Source: an optimization exercise on an open RTL-to-GDS flow (aim: small area and a short achievable clock period). Production flows keep margins and buffers that such runs may drop.
Where RTL was checked, it was by simulation tests only, not by an equivalence proof against the original.
Function not checked in runs 1 to 6: the RTL went through the layout flow alone.
No activity file was given, so power comes from the tool's default toggle rates.

==> design/flow/design.v <==
module Router #(
	parameter LINK_WIDTH = 8,
	parameter PORTS = 5,
	parameter BUFFER_DEPTH = 4,
	parameter MESH_DIM = 4,
	parameter ROUTER_ID = 5
)(
	input clk,
	input rst,
	output router_out_wr_en_0,
	output router_out_wr_en_1,
	output router_out_wr_en_2,
	output router_out_wr_en_3,
	output router_out_wr_en_4,
	input [LINK_WIDTH-1:0] router_in_flit_0,
	input [LINK_WIDTH-1:0] router_in_flit_1,
	input [LINK_WIDTH-1:0] router_in_flit_2,
	input [LINK_WIDTH-1:0] router_in_flit_3,
	input [LINK_WIDTH-1:0] router_in_flit_4,
	output [LINK_WIDTH-1:0] router_out_flit_0,
	output [LINK_WIDTH-1:0] router_out_flit_1,
	output [LINK_WIDTH-1:0] router_out_flit_2,
	output [LINK_WIDTH-1:0] router_out_flit_3,
	output [LINK_WIDTH-1:0] router_out_flit_4,
	input router_in_wr_en_0,
	input router_in_wr_en_1,
	input router_in_wr_en_2,
	input router_in_wr_en_3,
	input router_in_wr_en_4,
	output reg router_out_full_0,
	output reg router_out_full_1,
	output reg router_out_full_2,
	output reg router_out_full_3,
	output reg router_out_full_4,
	input router_in_ON_OFF_0,
	input router_in_ON_OFF_1,
	input router_in_ON_OFF_2,
	input router_in_ON_OFF_3,
	input router_in_ON_OFF_4
);
localparam MY_X = ROUTER_ID % MESH_DIM;
localparam MY_Y = ROUTER_ID / MESH_DIM;
wire [7:0] in_flit [0:4];
assign in_flit[0] = router_in_flit_0;
assign in_flit[1] = router_in_flit_1;
assign in_flit[2] = router_in_flit_2;
assign in_flit[3] = router_in_flit_3;
assign in_flit[4] = router_in_flit_4;
wire [4:0] in_wr = {router_in_wr_en_4, router_in_wr_en_3, router_in_wr_en_2,
                    router_in_wr_en_1, router_in_wr_en_0};
wire [4:0] on_off = {router_in_ON_OFF_4, router_in_ON_OFF_3, router_in_ON_OFF_2,
                     router_in_ON_OFF_1, router_in_ON_OFF_0};
reg [7:0] F  [0:4];
reg [7:0] B0 [0:4];
reg [7:0] B1 [0:4];
reg [7:0] B2 [0:4];
reg [4:1] t  [0:4];           
wire [4:0] rd;                
wire [4:0] hr_n [0:4];        
wire [4:0] hreq_n [0:4];      
wire [4:0] fv;
function [4:0] route(input [7:0] f);
	reg [2:0] dx, dy;
	reg head, xeq, yeq;
	begin
		dx = f[4:2];
		dy = f[7:5];
		head = (f[1:0] == 2'b00);
		xeq = (dx == MY_X);
		yeq = (dy == MY_Y);
		route[0] = head && xeq && !yeq && (dy > MY_Y);
		route[1] = head && !xeq && (dx > MY_X);
		route[2] = head && xeq && !yeq && !(dy > MY_Y);
		route[3] = head && !xeq && !(dx > MY_X);
		route[4] = head && xeq && yeq;
	end
endfunction
genvar k, o;
generate
for (k = 0; k < 5; k = k + 1) begin : q
	wire [4:1] tt = t[k];
	assign fv[k] = tt[1];
	wire reload = rd[k] || !tt[1];
	wire [7:0] nf = tt[2] ? B0[k] : in_flit[k];
	wire nv = tt[2] || in_wr[k];
	wire [4:0] r_new = nv ? route(nf) : 5'b00000;
	wire [4:0] r_cur = tt[1] ? route(F[k]) : 5'b00000;
	assign hr_n[k] = rst ? 5'b00000 : reload ? r_new : r_cur;
	for (o = 0; o < 5; o = o + 1) begin : tr
		assign hreq_n[o][k] = hr_n[k][o];
	end
	always @(posedge clk) begin
		if (rst)
			t[k] <= 4'b0000;
		else if (in_wr[k] && !rd[k])
			t[k] <= {tt[3:1], 1'b1};
		else if (rd[k] && !in_wr[k])
			t[k] <= {1'b0, tt[4:2]};
	end
	always @(posedge clk) begin
		if (reload) F[k] <= nf;
		if (rd[k] || !tt[2]) B0[k] <= tt[3] ? B1[k] : in_flit[k];
		if (rd[k] || !tt[3]) B1[k] <= tt[4] ? B2[k] : in_flit[k];
		if (rd[k] || !tt[4]) B2[k] <= in_flit[k];
	end
end
endgenerate
always @(posedge clk) begin
	router_out_full_0 <= !rst && t[0][3];
	router_out_full_1 <= !rst && t[1][3];
	router_out_full_2 <= !rst && t[2][3];
	router_out_full_3 <= !rst && t[3][3];
	router_out_full_4 <= !rst && t[4][3];
end
reg  [4:0] last [0:4];        
reg  [1:0] cnt  [0:4];        
reg  [4:0] sel  [0:4];
wire [4:0] g    [0:4];        
wire [4:0] send;
generate
for (o = 0; o < 5; o = o + 1) begin : arb
	wire [4:0] l = last[o];
	wire [4:0] s = sel[o];
	wire done = (cnt[o] == 2'b10);
	assign g[o] = done ? s : (s & fv);
	wire any = |g[o];
	assign send[o] = any && !on_off[o] && !rst;
	reg [4:0] l_n;
	reg [1:0] c_n;
	always @* begin
		l_n = l;
		c_n = cnt[o];
		if (rst) begin
			l_n = 5'b10000;
			c_n = 2'b10;
		end else if (!on_off[o]) begin
			if (done) begin
				l_n = any ? s : 5'b10000;
				if (any) c_n = 2'b00;
			end else if (any) begin
				c_n = {cnt[o][0], !cnt[o][1]};
			end
		end
	end
	wire [4:0] h  = hreq_n[o];
	wire [4:0] m  = {|l_n[3:0], |l_n[2:0], |l_n[1:0], l_n[0], 1'b0};
	wire [4:0] hi = h & m;
	wire [4:0] r  = (|hi) ? hi : h;
	wire [4:0] w  = r & ~{|r[3:0], |r[2:0], |r[1:0], r[0], 1'b0};
	always @(posedge clk) begin
		last[o] <= l_n;
		cnt[o] <= c_n;
		sel[o] <= (c_n == 2'b10) ? w : l_n;
	end
end
endgenerate
assign rd[0] = |{g[4][0] & send[4], g[3][0] & send[3], g[2][0] & send[2], g[1][0] & send[1], g[0][0] & send[0]};
assign rd[1] = |{g[4][1] & send[4], g[3][1] & send[3], g[2][1] & send[2], g[1][1] & send[1], g[0][1] & send[0]};
assign rd[2] = |{g[4][2] & send[4], g[3][2] & send[3], g[2][2] & send[2], g[1][2] & send[1], g[0][2] & send[0]};
assign rd[3] = |{g[4][3] & send[4], g[3][3] & send[3], g[2][3] & send[2], g[1][3] & send[1], g[0][3] & send[0]};
assign rd[4] = |{g[4][4] & send[4], g[3][4] & send[3], g[2][4] & send[2], g[1][4] & send[1], g[0][4] & send[0]};
function [7:0] xbar(input [4:0] s, input [7:0] f0, input [7:0] f1, input [7:0] f2,
                    input [7:0] f3, input [7:0] f4);
	xbar = ({8{s[0]}} & f0) | ({8{s[1]}} & f1) | ({8{s[2]}} & f2) |
	       ({8{s[3]}} & f3) | ({8{s[4]}} & f4);
endfunction
assign router_out_flit_0 = xbar(sel[0], F[0], F[1], F[2], F[3], F[4]);
assign router_out_flit_1 = xbar(sel[1], F[0], F[1], F[2], F[3], F[4]);
assign router_out_flit_2 = xbar(sel[2], F[0], F[1], F[2], F[3], F[4]);
assign router_out_flit_3 = xbar(sel[3], F[0], F[1], F[2], F[3], F[4]);
assign router_out_flit_4 = xbar(sel[4], F[0], F[1], F[2], F[3], F[4]);
assign router_out_wr_en_0 = send[0];
assign router_out_wr_en_1 = send[1];
assign router_out_wr_en_2 = send[2];
assign router_out_wr_en_3 = send[3];
assign router_out_wr_en_4 = send[4];
endmodule
==> design/flow/flow/run.sh <==
#!/bin/bash
# Standard ORFS layout (the standard.sh), with the port buffers set to a
# plain buffer cell. Each tool's output goes to standard.log.
export BUFFER_PORTS_ARGS="-buffer_cell sky130_fd_sc_hd__buf_2"
bash standard.sh > standard.log 2>&1
==> design/flow/standard.sh <==
#!/bin/bash
# synth_recipe.tcl (not shown) runs the flow's synth.tcl, then flattens the netlist and writes it again
# the make line also repeats each setting of config.mk as NAME=value (left out here)
make -C /OpenROAD-flow-scripts/flow DESIGN_CONFIG=/design/flow/config.mk WORK_HOME=/design/flow/orfs CLKGATE_MAP_FILE= SYNTH_SCRIPT=/design/flow/synth_recipe.tcl "${@:-finish}"
==> design/flow/config.mk <==
export PLATFORM = sky130hd
export DESIGN_NAME = Router
export DESIGN_NICKNAME = Router
export VERILOG_FILES = /design/flow/design.v
export SDC_FILE = /design/flow/constraint.sdc
export NUM_CORES = 4
export LEC_CHECK = 0
export CAP_MARGIN = 20
export CORE_MARGIN = 2
export CORE_UTILIZATION = 40
export CTS_BUF_LIST = sky130_fd_sc_hd__clkbuf_8
export CTS_CLUSTER_DIAMETER = 60
export CTS_CLUSTER_SIZE = 16
export SETUP_SLACK_MARGIN = 4.4
export SLEW_MARGIN = 20
==> design/flow/constraint.sdc <==
create_clock -name core_clock -period 8.0 [get_ports {clk}]
set_input_delay 1.6000 -clock core_clock [delete_from_list [all_inputs] [get_ports {clk}]]
set_output_delay 1.6000 -clock core_clock [all_outputs]
set_load 0.01 [all_outputs]
==> results.toml, run 1 <==
[pwr]
intPower_mw = 1.86
switchingPower_uw = 773
pwr-share-clk = 0.290
power_density_nw_per_um2 = 179
switching_share = 0.294
ir_worst_vdd_mv = 0.136
cellLeakagePower_nw = 5.48
combPwrFrac = 0.128
p_seq_frac = 0.582

[hold_path]
min_path_type = "flip-flop to flip-flop"
hold_depth = 2
min-delay-start = "last[1][3]$_DFF_P_"
min_to = "last[1][3]$_DFF_P_"

[layout]
layout.nets = 1347
area_growth_syn_to_layout_pct = 13.5
n_fill_cell = 2942
final_cell_area_um2 = 14700
drive_above_1_share = 0.282

[placed_design]
place_ws_ps = 3180
port_buffers = 101
hpwl_mm = 27.3
placed_area_um2 = 13600
gp_congestion = 0.957

[logic_synthesis]
async_flop_share = 0
synth_cell_types = 91
syn_inst = 1210
synth_area_um2 = 12900
yosys_warnings = 9
synth_edf_count = 160
synthFlopType = "edfxtp_1"
ys_seq_area_frac = 0.504
mappedNetlistNets = 1267
synth-seq-cells = 245
avgSynthCellArea_um2 = 10.7

[setup_path]
critPathKind = "input port to output pin"
crit_path_start_kind = "input port"
ff2ff_path_depth = 10
crit_path_end_kind = "output pin"
worstPathArrival_ps = 2140
timing.rr.end = "sel[2][4]$_DFF_P_"
r2r_setup_slack_ps = 4700
r2r_start = "t[4][2]$_SDFFE_PP0P_"
crit_fanout = 5
critPathRequiredTime_ps = 6400

[global_routing]
grt_max_degree = 30
grt-ovfl-total = 0
grt_first_pass_wirelength_mm = 59.8
track_usage = 0.230
antenna_found_initial = 1
grt_pass1_vias = 10015

[sta]
hold_viol = 0
period_share = 0.468
hold_slack_ps = 493
finalSetupTns_ps = 0
fmax_mhz = 267
rsz0062_at_grt = "true"
worstMarginPinSlew_ps = 801
finClkSkew_ps = 33.8
fin_ws_ps = 4260
setup_violations = 0
drv_slew = 0
max_slew_margin = 0.463
period_needed_ps = 3740

[run]
maxCapViolations = 0

[detailed_routing]
dr.pass1.iters = 8
drc = 0
ant_nets = 0
wl_mm = 39.5
vias_per_cell = 6.18
drt-initial-drc-count = 1584
detail_route.wl_per_cell_um = 23.1
vias = 10575

[clock_tree]
root_buffer = "clkbuf_8"
clk_pin_slew_ps = 90
numCtsBuffers = 23
clkSinkCount = 245
tritoncts = "built"
cts_buffer_depth = 3
h-tree-depth = 1
clock_latency_ps = 580

[die]
die-area_um2 = 33700
die_h_um = 184
io_pins = 102
fp-row-count = 65
dieWidth_um = 184
initial_core_util = 0.408
coreArea_um2 = 31600

[run_status]
status = "complete, no violations"
[layout by cell type (no fill, tap or decap), types with 5 or more instances in the layout]
cell	instances
buf_4	23
inv_1	18
nor2b_1	9
clkbuf_8	24
nor4_1	12
dfxtp_2	12
edfxtp_1	160
or3_1	6
dfxtp_1	70
bufbuf_16	5
nor3_1	34
o221ai_1	5
nor3_4	7
nand3_1	13
o21ai_1	7
nand2_1	132
nor2_1	131
or2_2	5
a222oi_1	40
o211ai_1	20
nor2_4	6
mux2_2	119
a21oi_1	50
nand4_1	7
o31ai_1	9
mux2i_1	41
a22oi_1	49
a31oi_1	7
buf_2	98
o22ai_1	6
ha_1	5
o21ai_0	31
a32o_1	5
nor2_2	5
nor3b_1	13
[timing repair]
item | 4_1_cts | 5_1_grt
resized for setup | 41 | 33
setup endpoints to repair | 36 | 31
setup buffers | 13 | 9
cloned | 5 | 0
hold buffers | 0 | 0
pin swaps | 9 | 5
[registers in the layout (all words and copies together) (netlist names)]
signal             flops
last                  25
B1                    40
sel                   25
router_out_full_0      1
router_out_full_2      1
cnt                   10
t                     20
router_out_full_4      1
B2                    40
B0                    40
router_out_full_3      1
F                     40
router_out_full_1      1
[cells in the mapped netlist (6+ instances only)]
master / n / area, um^2
edfxtp_1: 160 / 4800
nor2_1: 140 / 526
nand2_1: 132 / 495
mux2_2: 119 / 1340
dfxtp_1: 85 / 1700
a21oi_1: 52 / 260
a22oi_1: 49 / 368
clkbuf_1: 46 / 173
mux2i_1: 41 / 410
a222oi_1: 40 / 400
nor3_1: 39 / 195
o21ai_0: 35 / 175
o211ai_1: 20 / 150
buf_1: 16 / 60.1
inv_1: 15 / 56.3
nand3_1: 13 / 65.1
nor3b_1: 13 / 97.6
nor4_1: 13 / 81.3
nor2b_1: 12 / 75.1
o31ai_1: 11 / 82.6
a31oi_1: 7 / 43.8
nand4_1: 7 / 43.8
o221ai_1: 6 / 52.6
o22ai_1: 6 / 37.5
or3_1: 6 / 37.5
[routing by layer]
metal / vias up / track usage / share of wire
met5: - / 0.00444 / 0.0016
met4: 2 / 0.0989 / 0.054
met3: 148 / 0.0458 / 0.098
met2: 585 / 0.356 / 0.43
met1: 5006 / 0.314 / 0.42
li1: 4834 / - / -
[worst max-delay path: stages]
cell and delay (ps):
bufbuf_16 260, nor3_4 120, buf_2 160
[metrics by stage]
step                std cells  power [mW]   util
floorplan                1210        1.70      -
global placement         1640        1.84  0.431
detailed placement       1640        1.84  0.431
CTS                      1700        2.63  0.458
global route             1709        2.73  0.463
finish                   1710        2.63  0.464
[cell type report]
class                   instances  area, um^2  area share
flip-flops and latches        245        6530       0.445
multi-input cells             874        6210       0.424
repair buffers                130         903      0.0616
well taps                     402         503      0.0343
clock buffers                  24         330      0.0225
clock inverters                18         120     0.00819
inverters                      16        60.1     0.00410
diodes                          1        2.50    0.000171
[power by group through the flow]
stage | Clock [mW] | Sequential (mW) | Combinational [mW]
2_1_floorplan | 0 | 1.48 | 0.219
3_3_place_gp | 0 | 1.55 | 0.285
3_5_place_dp | 0 | 1.56 | 0.288
4_1_cts | 0.789 | 1.53 | 0.318
5_1_grt | 0.833 | 1.53 | 0.365
6_report | 0.762 | 1.53 | 0.338
[worst max path at each step]
stage          depth (start not counted)                  to  start  slack, ps
3_5_place_dp                          10   sel[0][3]$_DFF_P_    rst       3180
5_1_grt                                4  router_out_wr_en_4    rst       4240
2_1_floorplan                          8  router_out_wr_en_0    rst       3610
3_3_place_gp                          10   sel[0][3]$_DFF_P_    rst       3240
6_report                               3  router_out_wr_en_2    rst       4260
4_1_cts                                4  router_out_wr_en_4    rst       4260
[cell families (layout without fill, tap and decap cells)]
| group | Yosys count | after routing | synth area share |
|---|---|---|---|
| adders and majority gates | 5 | 5 | 0.00484 |
| buffers and inverters | 91 | 188 | 0.0323 |
| muxes | 163 | 163 | 0.139 |
| and+or+nand+nor | 423 | 423 | 0.158 |
| DFF | 245 | 245 | 0.504 |
| AOI/OAI and AO/OA | 280 | 280 | 0.160 |
| xor gates and xnor gates | 3 | 3 | 0.00203 |
| other | 0 | 1 | 0 |
==> run 2: changes to the inputs <==
--- a/design/flow/design.v
+++ b/design/flow/design.v
@@ -117,5 +117,5 @@
 reg  [4:0] sel  [0:4];
 wire [4:0] g    [0:4];        
-wire [4:0] send;
+wire [4:0] send;              
 generate
 for (o = 0; o < 5; o = o + 1) begin : arb
@@ -155,9 +155,9 @@
 end
 endgenerate
-assign rd[0] = |{g[4][0] & send[4], g[3][0] & send[3], g[2][0] & send[2], g[1][0] & send[1], g[0][0] & send[0]};
-assign rd[1] = |{g[4][1] & send[4], g[3][1] & send[3], g[2][1] & send[2], g[1][1] & send[1], g[0][1] & send[0]};
-assign rd[2] = |{g[4][2] & send[4], g[3][2] & send[3], g[2][2] & send[2], g[1][2] & send[1], g[0][2] & send[0]};
-assign rd[3] = |{g[4][3] & send[4], g[3][3] & send[3], g[2][3] & send[2], g[1][3] & send[1], g[0][3] & send[0]};
-assign rd[4] = |{g[4][4] & send[4], g[3][4] & send[3], g[2][4] & send[2], g[1][4] & send[1], g[0][4] & send[0]};
+assign rd[0] = |{g[4][0] & !on_off[4], g[3][0] & !on_off[3], g[2][0] & !on_off[2], g[1][0] & !on_off[1], g[0][0] & !on_off[0]};
+assign rd[1] = |{g[4][1] & !on_off[4], g[3][1] & !on_off[3], g[2][1] & !on_off[2], g[1][1] & !on_off[1], g[0][1] & !on_off[0]};
+assign rd[2] = |{g[4][2] & !on_off[4], g[3][2] & !on_off[3], g[2][2] & !on_off[2], g[1][2] & !on_off[1], g[0][2] & !on_off[0]};
+assign rd[3] = |{g[4][3] & !on_off[4], g[3][3] & !on_off[3], g[2][3] & !on_off[2], g[1][3] & !on_off[1], g[0][3] & !on_off[0]};
+assign rd[4] = |{g[4][4] & !on_off[4], g[3][4] & !on_off[3], g[2][4] & !on_off[2], g[1][4] & !on_off[1], g[0][4] & !on_off[0]};
 function [7:0] xbar(input [4:0] s, input [7:0] f0, input [7:0] f1, input [7:0] f2,
                     input [7:0] f3, input [7:0] f4);
==> run 2 against run 1 <==
Effect of this change:
- still clean on timing, DRC and antenna
- clock power is 18% higher
- combinational power rose by 29%
- design area increased by 3.7%
- critical path depth is 2 higher
- non-clock buffer count is 5 lower
- total power is 11% higher
- cell count rose by 5.0%
- critical endpoint is now router_out_wr_en_1
- highest routed layer unchanged
==> results.toml, run 2 <==
[setup_path]
crit_path_end_kind = "output pin"
crit_path_start_kind = "input port"
cpPeakStageDelay_ps = 150
path_delay_family = "buffers and inverters"
path_cells = "buf_16, clkinvlp_4, buf_12, and2_4, buf_6"
critPathKind = "input port to output pin"
cpMaxStageDelayCell = "buf_12"
critPathRequiredTime_ps = 6400
worstPathArrival_ps = 2210
crit_fanout = 4
crit_buf_inv = 4

[clock_tree]
tritoncts = "built"
numCtsBuffers = 25
clock_latency_ps = 590
cts_buffer_depth = 3
clk_pin_slew_ps = 90
h-tree-depth = 1
clkSinkCount = 245
ctsHoldBuffers = 0
root_buffer = "clkbuf_8"

[layout]
layout.nets = 1390
area_growth_syn_to_layout_pct = 14.5
final_core_util = 0.466
final-instance-count-excl-fill = 1796
final_cell_area_um2 = 15200
drive_above_1_share = 0.274
layout_commonest_cell = "edfxtp_1"
final_cell_mix = "160 x edfxtp_1, 129 x nor2_1, 121 x mux2_2"

[detailed_routing]
drc = 0
ant_nets = 0
drt-initial-drc-count = 1497
dr.pass1.iters = 8
vias_per_cell = 6.12
wl_mm = 41.0
vias = 10985
detail_route.wl_per_cell_um = 22.8

[logic_synthesis]
synthFlopType = "edfxtp_1"
syn_inst = 1259
async_flop_share = 0
synth_area_um2 = 13300
ys_seq_area_frac = 0.490
synth_cell_types = 95
mappedNetlistNets = 1316
synthTopCellsByArea = "edfxtp_1 36%, dfxtp_1 13%, mux2_2 10%"
synth_area_leader_cell = "edfxtp_1"
yosys_warnings = 9
synth_most_common_cell = "edfxtp_1"
synth_edf_count = 160
avgSynthCellArea_um2 = 10.5
yosysTopAreaCellShare = 0.362
yosys-top-cells-count = "160 x edfxtp_1, 129 x nor2_1, 121 x mux2_2, 108 x nand2_1, 85 x dfxtp_1"
synth-seq-cells = 245

[sta]
rsz0062_at_grt = "true"
finalSetupTns_ps = 0
max_slew_margin = 0.381
setup_violations = 0
period_needed_ps = 3810
fmax_mhz = 262
period_share = 0.477
finClkSkew_ps = 31.9
drv_slew = 0
worstMarginPinSlew_ps = 917
hold_slack_ps = 502
fin_ws_ps = 4190
hold_viol = 0

[global_routing]
grt-ovfl-total = 0
track_usage = 0.234
grt_first_pass_wirelength_mm = 62.1
grt_pass1_vias = 10566
grt_max_degree = 35
antenna_found_initial = 2

[die]
die-area_um2 = 34700
io_pins = 102
die_h_um = 186
dieWidth_um = 186
initial_core_util = 0.407
coreArea_um2 = 32600
fp-row-count = 66

[placed_design]
port_buffers = 101
gp_congestion = 0.934
placedCellCount = 1728
hpwl_mm = 29.2
placed_area_um2 = 14100
place_ws_ps = 3490

[hold_path]
min_path_type = "flip-flop to flip-flop"

[pwr]
ir_worst_vdd_mv = 0.119
power_mw = 2.92
cellLeakagePower_nw = 5.68
power_density_nw_per_um2 = 192

[run_status]
status = "complete, no violations"

[run]
maxCapViolations = 0
## run 2: cell count changes in the layout (fill, tap and decap cells not counted), moves of 9 or more
cell,before,now
nand2_1,132,108
o21ai_1,7,25
nor2b_1,9,20
o211ai_1,20,9
inv_1,18,27
nand2b_1,4,13
## run 2: area by class of cell
cell class | count | area (um^2)
Timing Repair Buffer | 125 | 855
Clock inverter | 21 | 214
Clock buffer | 25 | 344
Tap cell | 442 | 553
Multi-Input combinational cell | 909 | 6580
Inverter | 27 | 108
Sequential cell | 245 | 6540
Antenna cell | 2 | 5.00
Fill cell | 3054 | 17400
## run 2: repair_timing
item / CTS / global route
buffers inserted: 11 / 6
gates cloned: 3 / 0
gates resized for setup: 48 / 29
pin swaps: 1 / 4
endpoints found under the setup margin: 24 / 23
## run 2: per-layer routing
metal,share of wire,GRT usage,vias up
met5,0.00095,0,-
met4,0.039,0.0898,2
met3,0.086,0.0487,109
met2,0.43,0.354,537
met1,0.44,0.329,5323
li1,-,-,5014
## run 2: final timing paths
path,cells after the start,from,end,slack (ps)
max,5,rst,router_out_wr_en_1,4190
min,2,last[4][4]$_DFF_P_,last[4][4]$_DFF_P_,500
max reg2reg,9,sel[2][4]$_DFF_P_,sel[1][4]$_DFF_P_,4900
min reg2reg,2,last[4][4]$_DFF_P_,last[4][4]$_DFF_P_,500
## run 2: power by group
part | switching [mW] | internal [mW] | total [mW] | leakage [nW]
combinational | 0.249 | 0.187 | 0.435 | 3.00
sequential | 0.145 | 1.44 | 1.58 | 2.38
clock | 0.512 | 0.386 | 0.897 | 0.303
## run 2: cells by family after synthesis
group	after synthesis	synth area share
AND/OR/NAND/NOR	435	0.165
AO/OA/AOI/OAI	291	0.163
flip-flops	245	0.490
multiplexers	174	0.143
buffers and inverters	105	0.0317
adder cells (fa/ha/maj)	5	0.00471
XOR/XNOR	4	0.00264
## run 2: worst register-to-register path, delay by kind of cell (launching register included)
family | cells | cell delay [ps]
buf+inv | 1 | 170
compound gates | 4 | 910
flops | 1 | 760
simple gates | 4 | 1180
==> run 3: changes to the inputs <==
--- a/design/flow/config.mk
+++ b/design/flow/config.mk
@@ -8,5 +8,5 @@
 export CAP_MARGIN = 20
 export CORE_MARGIN = 2
-export CORE_UTILIZATION = 40
+export CORE_UTILIZATION = 60
 export CTS_BUF_LIST = sky130_fd_sc_hd__clkbuf_8
 export CTS_CLUSTER_DIAMETER = 60
==> run 3 against run 2 <==
Effect of this change:
- worst setup slack improved by 13 ps
- register-to-register slack improved by 100 ps
- area after synthesis unchanged
- global-route usage increased by 9.1 points
- critical path depth unchanged
- flip-flop and latch count unchanged
- hold slack improved by 7.1 ps
- combinational power decreased by 3%
- sequential power about the same
- die area decreased by 33%
- critical path type unchanged
- highest routed layer is now met4
==> results.toml, run 3 <==
[setup_path]
crit_fanout = 3
critPathRequiredTime_ps = 6400
crit_path_start_kind = "input port"
ff2ff_path_depth = 7
crit_path_end_kind = "output pin"
critPathKind = "input port to output pin"
worstPathArrival_ps = 2200

[die]
fp-row-count = 54
dieWidth_um = 153
io_pins = 102
die_h_um = 153
coreArea_um2 = 21800
die-area_um2 = 23300
initial_core_util = 0.610

[detailed_routing]
wl_mm = 38.9
detail_route.wl_per_cell_um = 24.0
drt-initial-drc-count = 1508
vias_per_cell = 6.79
vias = 11021
drc = 0
ant_nets = 0
dr.pass1.iters = 14

[pwr]
power_mw = 2.79
power_density_nw_per_um2 = 188
ir_worst_vdd_mv = 0.179
cellLeakagePower_nw = 5.57

[clock_tree]
cts_buffer_depth = 3
clk_pin_slew_ps = 80
root_buffer = "clkbuf_8"
clkSinkCount = 245
clock_latency_ps = 570
numCtsBuffers = 23
ctsHoldBuffers = 0
h-tree-depth = 1
tritoncts = "built"

[layout]
layout_commonest_cell = "edfxtp_1"
area_growth_syn_to_layout_pct = 11.4
final_core_util = 0.680
final_cell_area_um2 = 14800
drive_above_1_share = 0.260
n_fill_cell = 1691
final_cell_mix = "160 x edfxtp_1, 129 x nor2_1, 121 x mux2_2"
antenna_cells = 0
layout.nets = 1383

[sta]
finalSetupTns_ps = 0
period_needed_ps = 3800
worstMarginPinSlew_ps = 952
max_slew_margin = 0.357
drv_slew = 0
period_share = 0.475
hold_slack_ps = 509
hold_viol = 0
setup_violations = 0
rsz0062_at_grt = "true"
finClkSkew_ps = 51.5
fmax_mhz = 263

[global_routing]
grt_first_pass_wirelength_mm = 59.7
grt_pass1_vias = 10439
grt_max_degree = 74
antenna_found_initial = 0
track_usage = 0.325
grt-ovfl-total = 0

[logic_synthesis]
synth-seq-cells = 245
mappedNetlistNets = 1316
yosys.area_share.simple = 0.165
synthAdderAreaFrac = 0.00471
synth_top_family_by_area = "simple AND/OR/NAND/NOR gates"
synth_area_leader_cell = "edfxtp_1"
synthFlopType = "edfxtp_1"
avgSynthCellArea_um2 = 10.5
ys_seq_area_frac = 0.490
synthTopCellsByArea = "edfxtp_1 36%, dfxtp_1 13%, mux2_2 10%"
synth_area_um2 = 13300
muxShareOfSynthArea = 0.143
synth-compound-area-share = 0.163
synth_cell_types = 95
yosys-top-cells-count = "160 x edfxtp_1, 129 x nor2_1, 121 x mux2_2, 108 x nand2_1, 85 x dfxtp_1"
synth_edf_count = 160
synth_most_common_cell = "edfxtp_1"
syn_inst = 1259
synthXorXnorAreaFrac = 0.00264
yosysTopAreaCellShare = 0.362
async_flop_share = 0
yosys_warnings = 9

[placed_design]
gp_congestion = 1.04
placed_area_um2 = 13900
port_buffers = 101
hpwl_mm = 27.8

[hold_path]
hold_depth = 2
min_path_type = "flip-flop to flip-flop"

[run]
maxCapViolations = 0

[run_status]
status = "complete, no violations"
==> run 3: area by class of cell <==
class	count	area, um^2	share of cell area
repair buffers	120	761	0.0514
clock buffers	23	317	0.0214
flip-flops and latches	245	6530	0.441
multi-input cells	909	6580	0.444
clock inverters	18	154	0.0104
well taps	280	350	0.0237
inverters	27	108	0.00727
==> run 3: logic make-up after synthesis <==
| family | count (synthesis) |
|---|---|
| and+or+nand+nor | 435 |
| AOI/OAI and AO/OA | 291 |
| DFF | 245 |
| muxes | 174 |
| buffers and inverters | 105 |
| adders and majority gates | 5 |
| xor gates and xnor gates | 4 |
==> run 3: critical path, cell delays in order <==
cell and delay [ps]:
buf_16 90, clkinvlp_4 100, buf_12 150, and2_4 150, buf_6 110
==> run 3: final timing paths <==
| path | slack (ps) | startpoint | end |
|---|---|---|---|
| worst min-delay path | 510 | last[4][4]$_DFF_P_ | last[4][4]$_DFF_P_ |
| worst max-delay path | 4200 | rst | router_out_wr_en_1 |
| worst min register to register | 510 | last[4][4]$_DFF_P_ | last[4][4]$_DFF_P_ |
| worst max register to register | 5000 | sel[1][3]$_DFF_P_ | sel[2][2]$_DFF_P_ |
==> run 3: power breakdown <==
group	switching, mW	internal (mW)
clock	0.466	0.323
sequential	0.140	1.44
combinational	0.243	0.178
total	0.849	1.94
==> run 3: metal layers <==
layer / track usage / part of all wire / up-vias
met5: 0 / 0 / -
met4: 0.127 / 0.043 / 0
met3: 0.0685 / 0.10 / 122
met2: 0.488 / 0.44 / 643
met1: 0.463 / 0.42 / 5271
li1: - / - / 4985
==> run 3: stage by stage <==
step,setup WS [ps],cells
after floorplan,3710,1259
after global placement,3640,1566
after detailed placement,3530,1566
after CTS,4200,1619
after global routing,4180,1622
final,4200,1622
==> run 3: timing repair <==
action | in CTS | in global routing
setup buffers | 11 | 3
gates resized for setup | 44 | 26
pin swaps | 1 | 3
setup endpoints to repair | 24 | 24
gates cloned | 1 | 0
==> run 4: changes to the inputs <==
--- a/design/flow/design.v
+++ b/design/flow/design.v
@@ -86,5 +86,5 @@
 	wire [4:0] r_new = nv ? route(nf) : 5'b00000;
 	wire [4:0] r_cur = tt[1] ? route(F[k]) : 5'b00000;
-	assign hr_n[k] = rst ? 5'b00000 : reload ? r_new : r_cur;
+	assign hr_n[k] = reload ? r_new : r_cur;
 	for (o = 0; o < 5; o = o + 1) begin : tr
 		assign hreq_n[o][k] = hr_n[k][o];
@@ -131,8 +131,5 @@
 		l_n = l;
 		c_n = cnt[o];
-		if (rst) begin
-			l_n = 5'b10000;
-			c_n = 2'b10;
-		end else if (!on_off[o]) begin
+		if (!on_off[o]) begin
 			if (done) begin
 				l_n = any ? s : 5'b10000;
@@ -143,13 +140,15 @@
 		end
 	end
+	wire done_n = (c_n == 2'b10);
+	wire idle_n = done && !on_off[o];
 	wire [4:0] h  = hreq_n[o];
-	wire [4:0] m  = {|l_n[3:0], |l_n[2:0], |l_n[1:0], l_n[0], 1'b0};
+	wire [4:0] m  = {|l[3:0], |l[2:0], |l[1:0], l[0], 1'b0} & {5{!idle_n}};
 	wire [4:0] hi = h & m;
 	wire [4:0] r  = (|hi) ? hi : h;
 	wire [4:0] w  = r & ~{|r[3:0], |r[2:0], |r[1:0], r[0], 1'b0};
 	always @(posedge clk) begin
-		last[o] <= l_n;
-		cnt[o] <= c_n;
-		sel[o] <= (c_n == 2'b10) ? w : l_n;
+		last[o] <= rst ? 5'b10000 : l_n;
+		cnt[o] <= rst ? 2'b10 : c_n;
+		sel[o] <= rst ? 5'b00000 : done_n ? w : l_n;
 	end
 end
--- a/design/flow/config.mk
+++ b/design/flow/config.mk
@@ -8,5 +8,5 @@
 export CAP_MARGIN = 20
 export CORE_MARGIN = 2
-export CORE_UTILIZATION = 60
+export CORE_UTILIZATION = 40
 export CTS_BUF_LIST = sky130_fd_sc_hd__clkbuf_8
 export CTS_CLUSTER_DIAMETER = 60
==> run 4 against run 3 <==
Effect of this change:
- still clean
- worst setup slack worse by 74 ps
- synthesized cell count is 1.7% lower
- sequential power is 9% higher
- via count is 1.5% lower
- hold slack worse by 11 ps
- total power is 24% higher
- clock power is 17% higher
- global-route usage is 9.3 points lower
- cell count is 8.8% higher
- register-to-register slack worse by 110 ps
==> results.toml, run 4 <==
[setup_path]
crit_path_start_kind = "input port"
crit_fanout = 4
path_cells = "buf_12, nor2b_4, o21ai_4, o221a_4, nor2_4, buf_6"
worstPathArrival_ps = 2270
critPathRequiredTime_ps = 6400
crit_path_end_kind = "output pin"
path_delay_family = "compound AO/OA/AOI/OAI gates"
critPathKind = "input port to output pin"
cpPeakStageDelay_ps = 150
cpMaxStageDelayCell = "o221a_4"
crit_buf_inv = 2

[sta]
period_needed_ps = 3870
worstMarginPinSlew_ps = 877
rsz0062_at_grt = "true"
finClkSkew_ps = 38.1
period_share = 0.484
setup_violations = 0
max_slew_margin = 0.410
hold_slack_ps = 498
drv_slew = 0
finalSetupTns_ps = 0
hold_viol = 0
fmax_mhz = 258

[global_routing]
grt_first_pass_wirelength_mm = 60.3
track_usage = 0.231
grt_pass1_vias = 10140
grt-ovfl-total = 0
antenna_found_initial = 0
grt_max_degree = 38

[layout]
ff_latch_area_um2 = 6540
n_fill_cell = 2960
final_cell_mix = "160 x edfxtp_1, 147 x nand2_1, 120 x mux2_2"
antenna_cells = 0
area_growth_syn_to_layout_pct = 16.4
multi_input_area_um2 = 6290
layout_commonest_cell = "edfxtp_1"
layout.nets = 1401
final_core_util = 0.474
drive_above_1_share = 0.280

[die]
io_pins = 102
coreArea_um2 = 31700
dieWidth_um = 184
fp-row-count = 65
die-area_um2 = 33700
die_h_um = 184
initial_core_util = 0.407

[clock_tree]
cts_buffer_depth = 3
root_buffer = "clkbuf_8"
clock_latency_ps = 590
tritoncts = "built"
h-tree-depth = 1
clkSinkCount = 245
clk_pin_slew_ps = 90
numCtsBuffers = 24
ctsHoldBuffers = 0

[logic_synthesis]
yosys.area_share.simple = 0.164
synth_top_family_by_area = "compound AO/OA/AOI/OAI gates"
synthAdderAreaFrac = 0.00484
synth-compound-area-share = 0.165
mappedNetlistNets = 1295
avgSynthCellArea_um2 = 10.4
muxShareOfSynthArea = 0.132
syn_inst = 1238
yosys_warnings = 9
async_flop_share = 0
yosysTopAreaCellShare = 0.372
synthXorXnorAreaFrac = 0.00136
synth_area_leader_cell = "edfxtp_1"
ys_seq_area_frac = 0.504
synth_edf_count = 160
synthFlopType = "edfxtp_1"
synth_area_um2 = 12900
yosys-top-cells-count = "160 x edfxtp_1, 149 x nand2_1, 120 x mux2_2, 116 x nor2_1, 85 x dfxtp_1"
synth_cell_types = 74
synth-seq-cells = 245
synthTopCellsByArea = "edfxtp_1 37%, dfxtp_1 13%, mux2_2 10%"
synth_most_common_cell = "edfxtp_1"

[pwr]
power_mw = 3.47
ir_worst_vdd_mv = 0.142
cellLeakagePower_nw = 5.61
power_density_nw_per_um2 = 231

[detailed_routing]
wl_mm = 39.8
dr.pass1.iters = 10
vias = 10854
drc = 0
vias_per_cell = 6.15
drt-initial-drc-count = 1504
ant_nets = 0
detail_route.wl_per_cell_um = 22.5

[placed_design]
port_buffers = 101
gp_congestion = 0.941
hpwl_mm = 28.4

[run_status]
status = "complete, no violations"

[hold_path]
min_path_type = "flip-flop to flip-flop"

[run]
maxCapViolations = 0
## run 4: changes by cell type after synthesis, moves of 7 or more
cell	delta
a21oi_1	+14
a31oi_1	+8
buf_1	-8
mux2i_1	-17
nand2_1	+41
nand3_1	-7
nor2_1	-13
nor3_1	-11
nor4_1	+8
o211ai_1	+8
o21ai_0	+14
o21ai_1	-22
## run 4: cell type report
class / instances / share of cell area
sequential: 245 / 0.434
timing repair buffer: 151 / 0.0690
multi-input combinational: 899 / 0.418
clock inverter: 19 / 0.0156
inverter: 23 / 0.00640
tap: 402 / 0.0334
clock buffer: 25 / 0.0229
## run 4: per-layer routing
metal  share of wire  GRT usage  vias to the layer above
met3           0.097     0.0446                      100
met1            0.42      0.320                     5238
met5               0          0                        -
met2            0.45      0.365                      532
met4           0.034     0.0733                        0
li1                -          -                     4984
## run 4: worst reg2reg max path, cell delays in order (launching register included)
cell and delay (ps):
dfxtp_1 480, nor2b_4 220, buf_4 130, a2111o_1 420
or3_4 430, buf_12 160, mux2i_2 350, o211a_1 240
o22ai_1 120, o22a_1 240, o41ai_1 220
## run 4: cells by family after synthesis
group           count (synthesis)
compound gates                296
xor+xnor                        2
fa+ha+maj                       5
buf+inv                        94
flops                         245
mux                           155
simple gates                  441
## run 4: power by group
part           leakage, nW  switching, mW  total (mW)  internal, mW
logic                 2.94          0.467       0.819         0.352
registers             2.38          0.239        1.72          1.48
clock network        0.297          0.487       0.927         0.440
total                 5.61           1.19        3.47          2.28
## run 4: worst paths after layout
kind                                            start  slack (ps)  cells after the start               endpoint
worst min-delay path            last[2][2]$_SDFF_PP0_         500                      2  last[2][2]$_SDFF_PP0_
worst max-delay path               router_in_ON_OFF_0        4130                      6     router_out_wr_en_0
worst max register to register   sel[0][4]$_SDFF_PP0_        4890                     10   sel[3][2]$_SDFF_PP0_
worst min register to register  last[2][2]$_SDFF_PP0_         500                      2  last[2][2]$_SDFF_PP0_
## run 4: what timing repair did
| action | in CTS | in global routing |
|---|---|---|
| pin swaps | 4 | 6 |
| setup endpoints to repair | 22 | 27 |
| setup buffers | 20 | 26 |
| resized for setup | 66 | 27 |
| gates cloned | 1 | 0 |
## run 4: per-stage QoR
stage | setup WS, ps | std cells | area, um^2
6_report | 4130 | 1764 | 15000
5_1_grt | 4100 | 1764 | 15000
4_1_cts | 4120 | 1738 | 14700
3_5_place_dp | 3440 | 1673 | 13700
3_3_place_gp | 3460 | 1673 | 13700
2_1_floorplan | 4170 | 1238 | 13100
==> run 5: changes to the inputs <==
--- a/design/flow/design.v
+++ b/design/flow/design.v
@@ -82,11 +82,27 @@
 	assign fv[k] = tt[1];
 	wire reload = rd[k] || !tt[1];
-	wire [7:0] nf = tt[2] ? B0[k] : in_flit[k];
-	wire nv = tt[2] || in_wr[k];
-	wire [4:0] r_new = nv ? route(nf) : 5'b00000;
-	wire [4:0] r_cur = tt[1] ? route(F[k]) : 5'b00000;
-	assign hr_n[k] = reload ? r_new : r_cur;
+	wire [7:0] ld_f  = {8{reload & tt[2]}};
+	wire [7:0] in_f  = {8{reload & !tt[2]}};
+	wire en0 = rd[k] || !tt[2];
+	wire [7:0] sh0 = {8{en0 & tt[3]}};
+	wire [7:0] in0 = {8{en0 & !tt[3]}};
+	wire en1 = rd[k] || !tt[3];
+	wire [7:0] sh1 = {8{en1 & tt[4]}};
+	wire [7:0] in1 = {8{en1 & !tt[4]}};
+	wire [7:0] fd;
+	sel3 #(8) fmux (.h(~(ld_f | in_f)), .s(ld_f), .l(in_f), .a(F[k]), .b(B0[k]), .c(in_flit[k]), .y(fd));
+	wire [7:0] b0d, b1d;
+	sel3 #(8) b0mux (.h(~(sh0 | in0)), .s(sh0), .l(in0), .a(B0[k]), .b(B1[k]), .c(in_flit[k]), .y(b0d));
+	sel3 #(8) b1mux (.h(~(sh1 | in1)), .s(sh1), .l(in1), .a(B1[k]), .b(B2[k]), .c(in_flit[k]), .y(b1d));
+	wire fv_n = reload ? (tt[2] || in_wr[k]) : tt[1];
+	assign hr_n[k] = fv_n ? route(fd) : 5'b00000;
 	for (o = 0; o < 5; o = o + 1) begin : tr
 		assign hreq_n[o][k] = hr_n[k][o];
+	end
+	always @(posedge clk) begin
+		F[k]  <= fd;
+		B0[k] <= b0d;
+		B1[k] <= b1d;
+		if (rd[k] || !tt[4]) B2[k] <= in_flit[k];
 	end
 	always @(posedge clk) begin
@@ -97,10 +113,4 @@
 		else if (rd[k] && !in_wr[k])
 			t[k] <= {1'b0, tt[4:2]};
-	end
-	always @(posedge clk) begin
-		if (reload) F[k] <= nf;
-		if (rd[k] || !tt[2]) B0[k] <= tt[3] ? B1[k] : in_flit[k];
-		if (rd[k] || !tt[3]) B1[k] <= tt[4] ? B2[k] : in_flit[k];
-		if (rd[k] || !tt[4]) B2[k] <= in_flit[k];
 	end
 end
@@ -175,2 +185,9 @@
 assign router_out_wr_en_4 = send[4];
 endmodule
+module sel3 #(parameter W = 8) (
+	input [W-1:0] h, s, l,
+	input [W-1:0] a, b, c,
+	output [W-1:0] y
+);
+assign y = (h & a) | (s & b) | (l & c);
+endmodule
--- a/design/flow/config.mk
+++ b/design/flow/config.mk
@@ -14,2 +14,4 @@
 export SETUP_SLACK_MARGIN = 4.4
 export SLEW_MARGIN = 20
+export SYNTH_HIERARCHICAL = 1
+export SYNTH_MINIMUM_KEEP_SIZE = 0
==> run 5 against run 4 <==
Effect of this change:
- global-route usage up 1.7 points
- register-to-register slack worse by 650 ps
- hold slack worse by 41 ps
- worst setup slack worse by 240 ps
==> results.toml, run 5 <==
[pwr]
cellLeakagePower_nw = 6.28
switching_share = 0.413
power_density_nw_per_um2 = 293
combPwrFrac = 0.363
intPower_mw = 2.46
power_mw = 4.19
p_seq_frac = 0.425
ir_worst_vdd_mv = 0.150
pwr-share-clk = 0.212
switchingPower_mw = 1.73

[logic_synthesis]
synth-seq-cells = 245
yosys_warnings = 23
synthTopCellsByArea = "dfxtp_1 36%, a222oi_1 14%, edfxtp_1 11%"
async_flop_share = 0
avgSynthCellArea_um2 = 9.06
yosys.area_share.simple = 0.181
ys_seq_area_frac = 0.467
synth_cell_types = 71
synth_top_family_by_area = "compound AO/OA/AOI/OAI gates"
syn_inst = 1255
synthFlopType = "dfxtp_1"
synth_edf_count = 40
synth_most_common_cell = "dfxtp_1"
synthXorXnorAreaFrac = 0.00308
synth_area_leader_cell = "dfxtp_1"
synth-compound-area-share = 0.267
muxShareOfSynthArea = 0.0141
synth_area_um2 = 11400
synthAdderAreaFrac = 0.00550
yosys-top-cells-count = "205 x dfxtp_1, 161 x a222oi_1, 139 x inv_1, 138 x nor2_1, 119 x nand2_1"
yosysTopAreaCellShare = 0.361
mappedNetlistNets = 1312

[global_routing]
grt_max_degree = 34
antenna_found_initial = 1
track_usage = 0.248
grt_first_pass_wirelength_mm = 59.1
grt-ovfl-total = 0
grt_pass1_vias = 10353

[clock_tree]
cts_buffer_depth = 3
h-tree-depth = 1
clkSinkCount = 245
ctsHoldBuffers = 0
tritoncts = "built"
clock_latency_ps = 570
root_buffer = "clkbuf_8"
numCtsBuffers = 23
clk_pin_slew_ps = 100

[layout]
layout_commonest_cell = "dfxtp_1"
final-instance-count-excl-fill = 1801
layout.nets = 1462
multi_input_area_um2 = 6110
area_growth_syn_to_layout_pct = 25.6
ff_latch_area_um2 = 5320
final_cell_mix = "192 x dfxtp_1, 161 x a222oi_1, 140 x inv_1"
drive_above_1_share = 0.242
final_cell_area_um2 = 14300
n_fill_cell = 2586
final_core_util = 0.513

[sta]
fin_ws_ps = 3880
period_needed_ps = 4120
finClkSkew_ps = 24.5
worstMarginPinSlew_ps = 881
period_share = 0.515
hold_viol = 0
finalSetupTns_ps = 0
hold_slack_ps = 456
setup_violations = 0
max_slew_margin = 0.408
drv_slew = 0
fmax_mhz = 243
rsz0062_at_grt = "true"

[setup_path]
r2r_start = "sel[0][3]$_SDFF_PP0_"
crit_path_start_kind = "input port"
crit_fanout = 8
ff2ff_path_depth = 16
critPathRequiredTime_ps = 8520
r2r_setup_slack_ps = 4240
worstPathArrival_ps = 4640
critPathKind = "input port to flip-flop"
crit_path_end_kind = "flip-flop"
timing.rr.end = "sel[0][3]$_SDFF_PP0_"

[die]
die-area_um2 = 29800
initial_core_util = 0.408
dieWidth_um = 173
io_pins = 102
die_h_um = 173
coreArea_um2 = 27900
fp-row-count = 61

[detailed_routing]
dr_wl_met2_mm = 17.8
wl_met1_mm = 16.5
wl_mm = 39.2
detail_route.wl_per_cell_um = 21.8
met3WireLength_mm = 2.90
vias = 11144
ant_nets = 0
dr.pass1.iters = 13
drc = 0
vias_per_cell = 6.19
dr.max_layer_used = "met5"
drt-initial-drc-count = 1687

[placed_design]
place_ws_ps = 2740
placed_area_um2 = 12500
port_buffers = 101
gp_congestion = 0.966
placedCellCount = 1687
hpwl_mm = 28.4

[hold_path]
min_path_type = "flip-flop to flip-flop"
hold_depth = 2
min-delay-start = "B2[4][6]$_DFFE_PP_"
min_to = "B1[4][6]$_DFF_P_"

[run_status]
status = "complete, no violations"

[run]
maxCapViolations = 0
-- run 5: logic make-up (layout without fill, tap and decap cells) --
family	count (synthesis)	in the layout
other	0	1
and+or+nand+nor	431	431
adders and majority gates	5	5
AOI/OAI and AO/OA	367	367
buffers and inverters	187	354
DFF	245	245
muxes	16	16
xor gates and xnor gates	4	4
-- run 5: critical path, stage by stage --
cell	delay, ps
buf_12	90
nor2b_1	40
o21ai_1	80
nand4_1	110
buf_4	170
nor2_4	220
nor2b_4	100
a222oi_1	330
inv_1	190
nor2_2	160
nand2_2	80
o41ai_4	460
o21ai_2	170
o21ai_4	270
a211oi_4	120
nor4_4	250
a22o_1	170
-- run 5: worst max-delay path by stage --
stage	start	to	slack, ps
6_report	router_in_ON_OFF_1	sel[0][3]$_SDFF_PP0_	3880
5_1_grt	router_in_ON_OFF_2	sel[0][3]$_SDFF_PP0_	3730
4_1_cts	router_in_ON_OFF_2	sel[0][3]$_SDFF_PP0_	4000
3_5_place_dp	router_in_ON_OFF_2	sel[1][3]$_SDFF_PP0_	2740
3_3_place_gp	router_in_ON_OFF_2	sel[1][3]$_SDFF_PP0_	2880
2_1_floorplan	router_in_ON_OFF_2	sel[1][3]$_SDFF_PP0_	3660
-- run 5: repair_timing --
action,in CTS,in global routing
pin swaps,46,39
setup buffers,49,20
endpoints found under the hold margin,0,0
endpoints found under the setup margin,30,47
gates resized for setup,91,68
cloned,2,0
-- run 5: per-layer routing --
| layer | vias to the layer above | GRT usage |
|---|---|---|
| met4 | 2 | 0.126 |
| met2 | 562 | 0.398 |
| met1 | 5343 | 0.327 |
| met5 | - | 0 |
| met3 | 118 | 0.0363 |
| li1 | 5119 | - |
-- run 5: area by class of cell --
type	instances	share of cell area
inverter	139	0.0368
clock inverter	16	0.0132
antenna	1	0.000175
tap	378	0.0331
sequential	245	0.373
multi-input combinational	823	0.428
clock buffer	26	0.0251
timing repair buffer	173	0.0907
-- run 5: power by group through the flow --
stage	registers [mW]	clock network (mW)	logic [mW]
2_1_floorplan	1.57	0	0.942
3_3_place_gp	1.78	0	1.23
3_5_place_dp	1.78	0	1.24
4_1_cts	1.75	0.907	1.41
5_1_grt	1.79	0.957	1.64
6_report	1.78	0.889	1.52
==> run 6: changes to the inputs <==
--- a/design/flow/design.v
+++ b/design/flow/design.v
@@ -60,4 +60,5 @@
 wire [4:0] hreq_n [0:4];      
 wire [4:0] fv;
+wire [4:0] fvn;                
 function [4:0] route(input [7:0] f);
 	reg [2:0] dx, dy;
@@ -96,4 +97,5 @@
 	sel3 #(8) b1mux (.h(~(sh1 | in1)), .s(sh1), .l(in1), .a(B1[k]), .b(B2[k]), .c(in_flit[k]), .y(b1d));
 	wire fv_n = reload ? (tt[2] || in_wr[k]) : tt[1];
+	assign fvn[k] = fv_n;
 	assign hr_n[k] = fv_n ? route(fd) : 5'b00000;
 	for (o = 0; o < 5; o = o + 1) begin : tr
@@ -126,4 +128,5 @@
 reg  [1:0] cnt  [0:4];        
 reg  [4:0] sel  [0:4];
+reg  [4:0] anyq;              
 wire [4:0] g    [0:4];        
 wire [4:0] send;              
@@ -134,6 +137,6 @@
 	wire done = (cnt[o] == 2'b10);
 	assign g[o] = done ? s : (s & fv);
-	wire any = |g[o];
-	assign send[o] = any && !on_off[o] && !rst;
+	wire any = anyq[o];           
+	assign send[o] = anyq[o] && !on_off[o] && !rst;
 	reg [4:0] l_n;
 	reg [1:0] c_n;
@@ -161,4 +164,5 @@
 		cnt[o] <= rst ? 2'b10 : c_n;
 		sel[o] <= rst ? 5'b00000 : done_n ? w : l_n;
+		anyq[o] <= !rst && (done_n ? |h : |(l_n & fvn));
 	end
 end
==> run 6 against run 5 <==
Effect of this change:
- sequential power fell by 11%
- maximum frequency fell by 4.8%
- utilization fell by 1.1 points
- total power fell by 24%
- critical endpoint is now sel[2][2]$_SDFF_PP0_
==> results.toml, run 6 <==
[logic_synthesis]
yosys-top-cells-count = "210 x dfxtp_1, 161 x a222oi_1, 153 x nor2_1, 133 x inv_1, 96 x nand2_1"
muxShareOfSynthArea = 0.0112
mappedNetlistNets = 1345
synthXorXnorAreaFrac = 0
synthTopCellsByArea = "dfxtp_1 36%, a222oi_1 14%, edfxtp_1 10%"
synthAdderAreaFrac = 0.00534
yosys_warnings = 23
synth_area_leader_cell = "dfxtp_1"
syn_inst = 1288
synth-compound-area-share = 0.261
synth_cell_types = 80
synth_top_family_by_area = "compound AO/OA/AOI/OAI gates"
synth_most_common_cell = "dfxtp_1"
ys_seq_area_frac = 0.461
synth-seq-cells = 250
yosysTopAreaCellShare = 0.359
yosys.area_share.simple = 0.199
async_flop_share = 0
avgSynthCellArea_um2 = 9.10
synthFlopType = "dfxtp_1"
synth_edf_count = 40
synth_area_um2 = 11700

[sta]
max_slew_margin = 0.342
fin_ws_ps = 3680
finClkSkew_ps = 21.3
hold_viol = 0
period_share = 0.541
worstMarginPinSlew_ps = 988
finalSetupTns_ps = 0
period_needed_ps = 4320
rsz0062_at_grt = "true"
hold_slack_ps = 464
fmax_mhz = 231
setup_violations = 0
drv_slew = 0

[die]
coreArea_um2 = 28800
dieWidth_um = 175
initial_core_util = 0.407
fp-row-count = 62
die-area_um2 = 30700
io_pins = 102
die_h_um = 175

[setup_path]
critPathKind = "input port to flip-flop"
crit_path_end_kind = "flip-flop"
worstPathArrival_ps = 4850
crit_fanout = 8
crit_path_start_kind = "input port"
critPathRequiredTime_ps = 8530

[placed_design]
hpwl_mm = 30.9
port_buffers = 101
gp_congestion = 1.08
place_ws_ps = 2830

[detailed_routing]
wl_mm = 42.9
dr.pass1.iters = 12
drc = 0
ant_nets = 0
detail_route.wl_per_cell_um = 23.4
drt-initial-drc-count = 2049
vias = 11670
vias_per_cell = 6.37

[run_status]
status = "complete, no violations"

[global_routing]
track_usage = 0.268
grt-ovfl-total = 0
grt_first_pass_wirelength_mm = 64.5
antenna_found_initial = 0
grt_max_degree = 33
grt_pass1_vias = 10720

[layout]
layout_commonest_cell = "dfxtp_1"
antenna_cells = 0
final_core_util = 0.501
layout.nets = 1486
drive_above_1_share = 0.246
final_cell_mix = "208 x dfxtp_1, 161 x a222oi_1, 132 x inv_1"
area_growth_syn_to_layout_pct = 23.1

[clock_tree]
clk_pin_slew_ps = 100
cts_buffer_depth = 3
clock_latency_ps = 590
numCtsBuffers = 25
root_buffer = "clkbuf_8"
tritoncts = "built"
ctsHoldBuffers = 0
h-tree-depth = 1
clkSinkCount = 250

[pwr]
cellLeakagePower_nw = 6.30
power_density_nw_per_um2 = 220
ir_worst_vdd_mv = 0.0909
power_mw = 3.17

[run]
maxCapViolations = 0

[hold_path]
min_path_type = "flip-flop to flip-flop"
==> run 6: changes by cell type after synthesis, sizes merged, moves of 11 or more <==
cell / delta
nand2: -23
o21ai: -18
nor3: +17
or2: +16
nor2: +15
buf: +13
and3: +11
==> run 6: cell type report <==
cell class              instances  area [um^2]
flip-flops and latches        250         5410
well taps                     384          480
repair buffers                166         1200
clock inverters                19          173
multi-input cells             852         6290
fillers                      2744        14400
clock buffers                  26          358
inverters                     134          526
==> run 6: critical path: stages <==
cell and delay (ps):
buf_12 90, and2b_1 170, o21ai_1 90, nand4_1 210, nor2_4 240, nor2_2 110, a222oi_1 300, inv_2 140
nor4_4 300, nand3_2 130, buf_4 150, nor4_2 490, nor3_2 150, or4b_4 540, a21oi_2 120
==> run 6: worst paths after layout <==
path                             start                    to  slack [ps]  cells after the start
setup reg to reg  sel[3][3]$_SDFF_PP0_  sel[2][3]$_SDFF_PP0_        4060                     15
hold reg to reg     B2[3][6]$_DFFE_PP_      B1[3][6]$_DFF_P_         460                      2
hold / removal      B2[3][6]$_DFFE_PP_      B1[3][6]$_DFF_P_         460                      2
setup / recovery    router_in_ON_OFF_3  sel[2][2]$_SDFF_PP0_        3680                     15
==> run 6: power breakdown <==
group          total (mW)  switching [mW]  internal, mW  leakage, nW
clock               0.871           0.509         0.362        0.280
sequential           1.58           0.191          1.39         2.17
combinational       0.720           0.438         0.282         3.85
==> run 6: metrics by stage <==
stage | cells | instance area (um^2)
2_1_floorplan | 1288 | 12100
3_3_place_gp | 1723 | 12800
3_5_place_dp | 1723 | 12800
4_1_cts | 1814 | 14100
5_1_grt | 1831 | 14400
6_report | 1831 | 14400
==> run 6: cells by family (layout without fill, tap and decap cells) <==
logic type	Yosys count	in the layout
AOI/OAI and AO/OA	369	369
buffers and inverters	186	345
DFF	250	250
muxes	13	13
adders and majority gates	5	5
and+or+nand+nor	465	465
==> run 6: layer usage <==
metal / GRT usage / share of wire / vias to the layer above
met3: 0.0472 / 0.10 / 114
met4: 0.0778 / 0.034 / 0
met1: 0.372 / 0.42 / 5637
met5: 0 / 0 / -
li1: - / - / 5245
met2: 0.427 / 0.45 / 674
==> run 6: what timing repair did <==
action                                  4_1_cts  5_1_grt
setup buffers                                43       17
gates resized for setup                      80       45
endpoints found under the setup margin       50       69
pin swaps                                    29       22
gates cloned                                  3        0
==> run 7: changes to the inputs <==
--- a/design/flow/design.v
+++ b/design/flow/design.v
@@ -60,5 +60,5 @@
 wire [4:0] hreq_n [0:4];      
 wire [4:0] fv;
-wire [4:0] fvn;                
+wire [4:0] fvn;               
 function [4:0] route(input [7:0] f);
 	reg [2:0] dx, dy;
@@ -83,28 +83,12 @@
 	assign fv[k] = tt[1];
 	wire reload = rd[k] || !tt[1];
-	wire [7:0] ld_f  = {8{reload & tt[2]}};
-	wire [7:0] in_f  = {8{reload & !tt[2]}};
-	wire en0 = rd[k] || !tt[2];
-	wire [7:0] sh0 = {8{en0 & tt[3]}};
-	wire [7:0] in0 = {8{en0 & !tt[3]}};
-	wire en1 = rd[k] || !tt[3];
-	wire [7:0] sh1 = {8{en1 & tt[4]}};
-	wire [7:0] in1 = {8{en1 & !tt[4]}};
-	wire [7:0] fd;
-	sel3 #(8) fmux (.h(~(ld_f | in_f)), .s(ld_f), .l(in_f), .a(F[k]), .b(B0[k]), .c(in_flit[k]), .y(fd));
-	wire [7:0] b0d, b1d;
-	sel3 #(8) b0mux (.h(~(sh0 | in0)), .s(sh0), .l(in0), .a(B0[k]), .b(B1[k]), .c(in_flit[k]), .y(b0d));
-	sel3 #(8) b1mux (.h(~(sh1 | in1)), .s(sh1), .l(in1), .a(B1[k]), .b(B2[k]), .c(in_flit[k]), .y(b1d));
-	wire fv_n = reload ? (tt[2] || in_wr[k]) : tt[1];
-	assign fvn[k] = fv_n;
-	assign hr_n[k] = fv_n ? route(fd) : 5'b00000;
+	wire [7:0] nf = tt[2] ? B0[k] : in_flit[k];
+	wire nv = tt[2] || in_wr[k];
+	assign fvn[k] = reload ? nv : tt[1];
+	wire [4:0] r_new = nv ? route(nf) : 5'b00000;
+	wire [4:0] r_cur = tt[1] ? route(F[k]) : 5'b00000;
+	assign hr_n[k] = reload ? r_new : r_cur;
 	for (o = 0; o < 5; o = o + 1) begin : tr
 		assign hreq_n[o][k] = hr_n[k][o];
-	end
-	always @(posedge clk) begin
-		F[k]  <= fd;
-		B0[k] <= b0d;
-		B1[k] <= b1d;
-		if (rd[k] || !tt[4]) B2[k] <= in_flit[k];
 	end
 	always @(posedge clk) begin
@@ -115,4 +99,19 @@
 		else if (rd[k] && !in_wr[k])
 			t[k] <= {1'b0, tt[4:2]};
+	end
+	wire en0 = rd[k] || !tt[2];
+	wire [7:0] sh0 = {8{en0 & tt[3]}};
+	wire [7:0] in0 = {8{en0 & !tt[3]}};
+	wire en1 = rd[k] || !tt[3];
+	wire [7:0] sh1 = {8{en1 & tt[4]}};
+	wire [7:0] in1 = {8{en1 & !tt[4]}};
+	wire [7:0] b0d, b1d;
+	sel3 #(8) b0mux (.h(~(sh0 | in0)), .s(sh0), .l(in0), .a(B0[k]), .b(B1[k]), .c(in_flit[k]), .y(b0d));
+	sel3 #(8) b1mux (.h(~(sh1 | in1)), .s(sh1), .l(in1), .a(B1[k]), .b(B2[k]), .c(in_flit[k]), .y(b1d));
+	always @(posedge clk) begin
+		if (reload) F[k] <= nf;
+		B0[k] <= b0d;
+		B1[k] <= b1d;
+		if (rd[k] || !tt[4]) B2[k] <= in_flit[k];
 	end
 end
--- a/design/flow/config.mk
+++ b/design/flow/config.mk
@@ -9,7 +9,7 @@
 export CORE_MARGIN = 2
 export CORE_UTILIZATION = 40
-export CTS_BUF_LIST = sky130_fd_sc_hd__clkbuf_8
-export CTS_CLUSTER_DIAMETER = 60
-export CTS_CLUSTER_SIZE = 16
+export CTS_BUF_LIST = sky130_fd_sc_hd__clkbuf_16
+export CTS_CLUSTER_DIAMETER = 80
+export CTS_CLUSTER_SIZE = 28
 export SETUP_SLACK_MARGIN = 4.4
 export SLEW_MARGIN = 20
==> run 7 against run 6 <==
Effect of this change:
- still clean on timing, DRC and antenna
- combinational power decreased by 53%
- synthesized cell count increased by 2.5%
- first-iteration DRC count decreased by 17%
- maximum frequency increased by 17%
- total power decreased by 15%
- global-route usage decreased by 2.2 points
- utilization decreased by 3.0 points
- critical path depth decreased by 11
- sequential share of layout area increased by 2.8 points
- critical endpoint is now router_out_wr_en_3
==> results.toml, run 7 <==
[hold_path]
min_path_type = "flip-flop to flip-flop"
min-delay-start = "B2[2][6]$_DFFE_PP_"
hold_depth = 2

[sta]
finalSetupTns_ps = 0
worstMarginPinSlew_ps = 860
rsz0062_at_grt = "true"
setup_violations = 0
period_needed_ps = 3700
finClkSkew_ps = 24.4
period_share = 0.463
hold_viol = 0
fin_ws_ps = 4300
max_slew_margin = 0.424
drv_slew = 0
fmax_mhz = 270

[layout]
final_cell_area_um2 = 14400
drive_above_1_share = 0.182
area_growth_syn_to_layout_pct = 15.9
final-instance-count-excl-fill = 1800
layout.nets = 1453
antenna_cells = 0
final_core_util = 0.471
final_cell_mix = "170 x dfxtp_1, 126 x nor2_1, 122 x a222oi_1"
layout_commonest_cell = "dfxtp_1"

[setup_path]
crit_path_end_kind = "output pin"
cpMaxStageDelayCell = "buf_16"
r2r_start = "sel[3][4]$_SDFF_PP0_"
path_cells = "buf_16, buf_16, nor2_4, buf_6"
critPathKind = "input port to output pin"
path_delay_family = "buffers and inverters"
cp_num_cells = 4
critPathRequiredTime_ps = 6400
cpPeakStageDelay_ps = 150
crit_buf_inv = 3
r2r_setup_slack_ps = 4770
worstPathArrival_ps = 2100
crit_end = "router_out_wr_en_3"
crit_path_start_kind = "input port"
timing.rr.end = "anyq[4]$_DFF_P_"
startpoint = "rst"
ff2ff_path_depth = 7
critPathMostFrequentCell = "buf_16"
crit_fanout = 18

[detailed_routing]
vias = 11387
detail_route.wl_per_cell_um = 23.4
vias_per_cell = 6.33
drt-initial-drc-count = 1707
dr.pass1.iters = 7
ant_nets = 0
wl_mm = 42.1
drc = 0

[logic_synthesis]
yosys-top-cells-count = "170 x dfxtp_1, 133 x nor2_1, 122 x a222oi_1, 116 x inv_1, 107 x nand2_1"
ys_seq_area_frac = 0.467
synth_cell_types = 81
synth_edf_count = 80
synthFlopType = "dfxtp_1"
synth_area_leader_cell = "dfxtp_1"
synth-seq-cells = 250
synth_area_um2 = 12400
avgSynthCellArea_um2 = 9.42
synth_most_common_cell = "dfxtp_1"
yosysTopAreaCellShare = 0.274
mappedNetlistNets = 1377
async_flop_share = 0
synthTopCellsByArea = "dfxtp_1 27%, edfxtp_1 19%, a222oi_1 9.8%"
yosys_warnings = 23
syn_inst = 1320

[run_status]
status = "complete, no violations"

[die]
io_pins = 102
die_h_um = 180
coreArea_um2 = 30600
dieWidth_um = 180
fp-row-count = 64
die-area_um2 = 32500
initial_core_util = 0.406

[pwr]
cellLeakagePower_nw = 5.92
power_density_nw_per_um2 = 187
ir_worst_vdd_mv = 0.159

[global_routing]
grt-ovfl-total = 0
grt_first_pass_wirelength_mm = 63.2
antenna_found_initial = 0
track_usage = 0.246
grt_pass1_vias = 10513
grt_max_degree = 36

[clock_tree]
h-tree-depth = 1
clkSinkCount = 250
clock_latency_ps = 510
clk_pin_slew_ps = 100
root_buffer = "clkbuf_16"
tritoncts = "built"
cts_buffer_depth = 3
numCtsBuffers = 15

[placed_design]
placed_area_um2 = 13300
place_ws_ps = 3530
hpwl_mm = 30.2
gp_congestion = 1.01
port_buffers = 101
placedCellCount = 1753

[run]
maxCapViolations = 0
[run 7: cell types whose count changed after synthesis, moves of 20 or more]
cell      previous run  this run
dfxtp_1            210       170
edfxtp_1            40        80
a222oi_1           161       122
mux2_2               0        33
clkbuf_1            31        56
nor2_1             153       133
[run 7: metal layers]
metal / GRT usage / vias up / routed length, um
li1: - / 5250 / -
met1: 0.325 / 5412 / 17100
met2: 0.394 / 623 / 19100
met3: 0.0614 / 102 / 4310
met4: 0.0832 / 0 / 1650
met5: 0 / - / 0
[run 7: metrics by stage]
| step | power, mW | hold slack, ps |
|---|---|---|
| finish | 2.70 | 452 |
| global route | 2.80 | 493 |
| CTS | 2.69 | 454 |
| detailed placement | 1.83 | 441 |
| global placement | 1.83 | 433 |
| floorplan | 1.68 | 426 |
[run 7: kinds of logic after synthesis]
kind of cell	after synthesis	share of synthesized area
mux	58	0.0500
compound gates	375	0.243
xor+xnor	1	0.000705
fa+ha+maj	5	0.00503
flops	250	0.467
simple gates	445	0.177
buf+inv	186	0.0575
[run 7: worst min-delay path by stage]
stage                            end  slack, ps
CTS                 B1[2][6]$_DFF_P_        450
floorplan           B1[0][6]$_DFF_P_        430
global placement    B1[2][6]$_DFF_P_        430
finish              B1[2][6]$_DFF_P_        450
global route        B1[2][6]$_DFF_P_        490
detailed placement  B1[2][6]$_DFF_P_        440
[run 7: cell type report]
cell class	count	area (um^2)
multi-input cells	884	6240
fillers	2915	16200
clock buffers	15	375
clock inverters	10	116
flip-flops and latches	250	5810
inverters	117	472
repair buffers	128	905
well taps	396	495
[run 7: timing repair]
action	4_1_cts	5_1_grt
resized for setup	44	47
setup endpoints to repair	44	73
hold buffers	0	0
setup buffers	7	12
gates cloned	1	2
pin swaps	2	8
[run 7: report_power, final]
group / internal (mW) / total, mW / switching, mW
Combinational: 0.136 / 0.341 / 0.205
Sequential: 1.39 / 1.51 / 0.119
Clock: 0.370 / 0.848 / 0.478
Total: 1.90 / 2.70 / 0.802
[run 7: worst register-to-register path, delay by kind of cell (launching register included)]
family / cells / cell delay [ps]
AO/OA/AOI/OAI: 4 / 1340
flip-flops: 1 / 770
AND/OR/NAND/NOR: 2 / 810
buffers and inverters: 1 / 190

port drivers added, routing unchanged:
Ports are ideal in the flow. The routed layouts listed here were re-timed in OpenROAD. Step 1: set_driving_cell puts a clkbuf_16 on clk and a buf_2 on each other input, an assumption about the parent block. Step 2 adds t to the input delays and takes it off the output delays; t is the mean of the earliest and latest rising clock arrival at the registers after step 1. Input paths then give back, and output paths get back, about the clock's delay inside the block. Slacks: ideal / step 1 / step 2; pairs: ideal / step 1.
run	shift t [ns]	setup WS [ns]	hold WS [ns]	worst setup path after step 2
run 1	0.610	4.256 / 4.113 / 3.709	0.493 / 0.493 / 0.493	input to register
run 2	0.621	4.188 / 4.005 / 3.832	0.502 / 0.502 / 0.502	input to register
run 3	0.590	4.201 / 4.049 / 3.821	0.509 / 0.509 / 0.509	input to register
run 4	0.617	4.127 / 4.068 / 3.763	0.498 / 0.498 / 0.498	input to register
run 5	0.608	3.882 / 3.820 / 3.212	0.456 / 0.456 / 0.456	input to register
run 6	0.629	3.676 / 3.663 / 3.033	0.464 / 0.464 / 0.464	input to register
run 7	0.551	4.299 / 4.182 / 3.961	0.452 / 0.452 / 0.452	input to register
After both steps every run listed still meets setup and hold. The setup slack of run 5, which loses most, moves by -0.062 ns with the drivers and by -0.670 ns with both steps.
